What follows belongs to an exercise in optimizing a design on an open flow for small area and a short achievable clock period; a production flow would make more cautious choices. RTL that was checked went through simulation tests only; none was proved equivalent to the original. No activity file was given, so power comes from the tool's default toggle rates.

// CONV
module CONV(
 input wire reset,  
 input wire clk,  
 input wire signed [7: 0] CONV_iData0,  
 input wire signed [7: 0] CONV_iData1,  
 output reg signed [15: 0] CONV_oData  
);
For scale: about 840 cells after synthesis, about 400 flip-flops, ~34 I/O pins, about 12000 um^2 of cells after synthesis.
==> flow/config.mk <==
export PLATFORM = sky130hd
export DESIGN_NAME = CONV
export DESIGN_NICKNAME = CONV
export VERILOG_FILES = /design/flow/design.v
export SDC_FILE = /design/flow/constraint.sdc
export NUM_CORES = 4
export LEC_CHECK = 0
export CAP_MARGIN = 20
export CORE_MARGIN = 2
export CORE_UTILIZATION = 70
export CTS_BUF_LIST = sky130_fd_sc_hd__clkbuf_8
export CTS_CLUSTER_DIAMETER = 40
export CTS_CLUSTER_SIZE = 16
export SLEW_MARGIN = 20
==> flow/constraint.sdc <==
create_clock -name core_clock -period 10.0 [get_ports {clk}]
set_input_delay 2.0000 -clock core_clock [delete_from_list [all_inputs] [get_ports {clk}]]
set_output_delay 2.0000 -clock core_clock [all_outputs]
set_load 0.01 [all_outputs]
standard.sh (not shown) runs the stock make flow with config.mk's settings and CLKGATE_MAP_FILE= SYNTH_SCRIPT=/design/flow/synth_recipe.tcl, a recipe that flattens the netlist after the stock synthesis.
==> flow/flow/run.sh <==
#!/bin/bash
# Standard layout, with stronger port buffers and timing repair aimed at a
# shorter period than the constraint (the constraint itself is unchanged).
set -uo pipefail
export BUFFER_PORTS_ARGS="-buffer_cell sky130_fd_sc_hd__buf_2"
export SETUP_SLACK_MARGIN=7.0
bash standard.sh > standard_flow.log 2>&1
Next try:
--- a/flow/design.v
+++ b/flow/design.v
@@ -114,29 +114,27 @@
 always @(posedge clk) begin
 	if (reset == 0) begin
 		cnt <= 7'd0;
 		CONV_oData <= 16'd0;
 	end else begin
 		cnt <= (cnt == 7'd111) ? 7'd0 : cnt + 7'd1;
-		if (cnt >= 7'd81 && cnt <= 7'd87)
+		if (cnt >= 7'd81 && cnt <= 7'd95)
 			CONV_oData <= rs[0];
-		else if (cnt >= 7'd88 && cnt <= 7'd95)
-			CONV_oData <= rf[0];
 		else
 			CONV_oData <= 16'd0;
 	end
 	if (cnt == 7'd6) begin
 		ii <= 4'd0;
 		jj <= 3'd0;
 	end else if (ii == 4'd8) begin
 		ii <= 4'd0;
 		jj <= jj + 3'd1;
 	end else
 		ii <= ii + 4'd1;
 	clr_d <= clear && valid && reset;
-	sw_d <= swap && valid && reset;
+	sw_d <= ((swap && valid) || (cnt >= 7'd86 && cnt <= 7'd93)) && reset;
 	if (cnt == 7'd6 || ii == 4'd8)
 		bj <= (cnt <= 7'd69) ? rs[5][7:0] : 8'd0;
 	ps <= m_s;
 	pc <= m_c;
 	ra[0] <= load ? CONV_iData0 : ra[8];
 	for (s = 1; s < 8; s = s + 1)
=> Flip-flop and latch count is unchanged; final cell count shrinks by 2.4%; clock skew increases by 0.015 ns; worst setup slack is about the same; area after synthesis shrinks by 1.4%; die area fell by 1.4%; design area fell by 2.0%; sequential share of layout area grows by 1.2 points; combinational power stays flat.
No functional check of the RTL was part of the second run of this note.

* * *

Another version of the RTL of CONV (not shown whole).
For scale: roughly 850 cells after synthesis, roughly 380 flip-flops, about 34 I/O pins.
==> flow/config.mk <==
export PLATFORM = sky130hd
export DESIGN_NAME = CONV
export DESIGN_NICKNAME = CONV
export VERILOG_FILES = /design/flow/design.v
export SDC_FILE = /design/flow/constraint.sdc
export NUM_CORES = 4
export LEC_CHECK = 0
export CAP_MARGIN = 20
export CORE_MARGIN = 2
export CORE_UTILIZATION = 70
export CTS_BUF_LIST = sky130_fd_sc_hd__clkbuf_8
export CTS_CLUSTER_DIAMETER = 40
export CTS_CLUSTER_SIZE = 16
export SLEW_MARGIN = 20
==> flow/constraint.sdc <==
create_clock -name core_clock -period 10.0 [get_ports {clk}]
set_input_delay 2.0000 -clock core_clock [delete_from_list [all_inputs] [get_ports {clk}]]
set_output_delay 2.0000 -clock core_clock [all_outputs]
set_load 0.01 [all_outputs]
==> flow/flow/run.sh <==
#!/bin/bash
# Standard layout, with stronger port buffers, a stronger clock root buffer and
# timing repair aimed at a shorter period than the constraint (the constraint
# itself is unchanged).
set -uo pipefail
export BUFFER_PORTS_ARGS="-buffer_cell sky130_fd_sc_hd__buf_2"
export SETUP_SLACK_MARGIN=7.0
export CTS_ARGS="-sink_clustering_enable -repair_clock_nets -sink_clustering_size 16 -sink_clustering_max_diameter 40 -buf_list sky130_fd_sc_hd__clkbuf_8 -dont_use_dummy_load"
bash standard.sh > standard_flow.log 2>&1
Rerun with:
--- a/flow/design.v
+++ b/flow/design.v
@@ -3,15 +3,14 @@
  input wire clk,  
  input wire signed [7: 0] CONV_iData0,  
  input wire signed [7: 0] CONV_iData1,  
  output reg signed [15: 0] CONV_oData  
 );
 reg [6:0] cnt;           
 reg [3:0] ii;            
-reg [2:0] jj;            
 reg [7:0] ra [0:8];      
 reg [15:0] rf [0:6];     
 reg [15:0] rs [0:7];     
 reg [7:0] bj;            
 reg [15:0] f7s, f7c;     
 reg sw_d;                
 wire load = (cnt < 7'd8);
@@ -143,23 +142,16 @@
 	end else begin
 		cnt <= (cnt == 7'd111) ? 7'd0 : cnt + 7'd1;
 		if (cnt >= 7'd81 && cnt <= 7'd95)
 			CONV_oData <= rs[0];
 		else
 			CONV_oData <= 16'd0;
 	end
-	if (cnt == 7'd6) begin
-		ii <= 4'd0;
-		jj <= 3'd0;
-	end else if (ii == 4'd8) begin
-		ii <= 4'd0;
-		jj <= jj + 3'd1;
-	end else
-		ii <= ii + 4'd1;
-	sw_d <= (in_block && ii == 4'd8 && jj != 3'd7) || (cnt >= 7'd86 && cnt <= 7'd93);
+	ii <= (cnt == 7'd6 || ii == 4'd8) ? 4'd0 : ii + 4'd1;
+	sw_d <= (in_block && ii == 4'd8) || (cnt >= 7'd86 && cnt <= 7'd93);
 	if (cnt == 7'd6 || ii == 4'd8)
 		bj <= (cnt <= 7'd69) ? rs[5][7:0] : 8'd0;
 	f7s <= m_s;
 	f7c <= m_c;
 	ra[0] <= load ? CONV_iData0 : ra[8];
 	for (s = 1; s < 8; s = s + 1)
 		ra[s] <= ra[s-1];
Result: Critical path depth stays the same; power is lower by 4.0%; maximum frequency came out higher by 0.32%; count of clock-buffer cells in the layout stays the same; synthesized cell count rises by 3.7%; combinational power drops by 15%; clock power went down by about 1%; via count is higher by 3.4%.
The RTL of the second run of this note was laid out without a check of its function.

-- afterwards: timing with drivers on the ports --
The results above use ideal ports. As a check the final layouts listed here were re-extracted and re-timed, cells and wires unchanged.
Step 1 assumes that a clkbuf_16 drives the clock port and a buf_2 every other input.
Step 2 adds t to the input delays and takes it off the output delays; t is the mean of the earliest and latest rising clock arrival at the registers after step 1. Input paths then give back, and output paths get back, about the clock's delay inside the block.
Slacks: ideal ports / drivers / drivers and shift; pairs: ideal ports / drivers.
run	t (ns)	setup slack, ns	slew at the worst register clock pin (ns)	worst data-port slew with drivers (ns)	cell pins on the clock port's net
the first run of note 1	0.572	7.008 / 6.969 / 6.899	0.09 / 0.09	0.03	1
the second run of note 1	0.568	7.011 / 6.970 / 6.755	0.10 / 0.10	0.05	1
the first run of note 2	0.533	7.005 / 6.969 / 6.727	0.09 / 0.09	0.03	1
the second run of note 2	0.543	7.014 / 6.972 / 7.080	0.09 / 0.09	0.03	1
After both steps setup and hold are still met in every run listed. For the first run of note 2, which loses most, drivers alone change the setup slack by -0.036 ns; drivers and shift together by -0.278 ns.
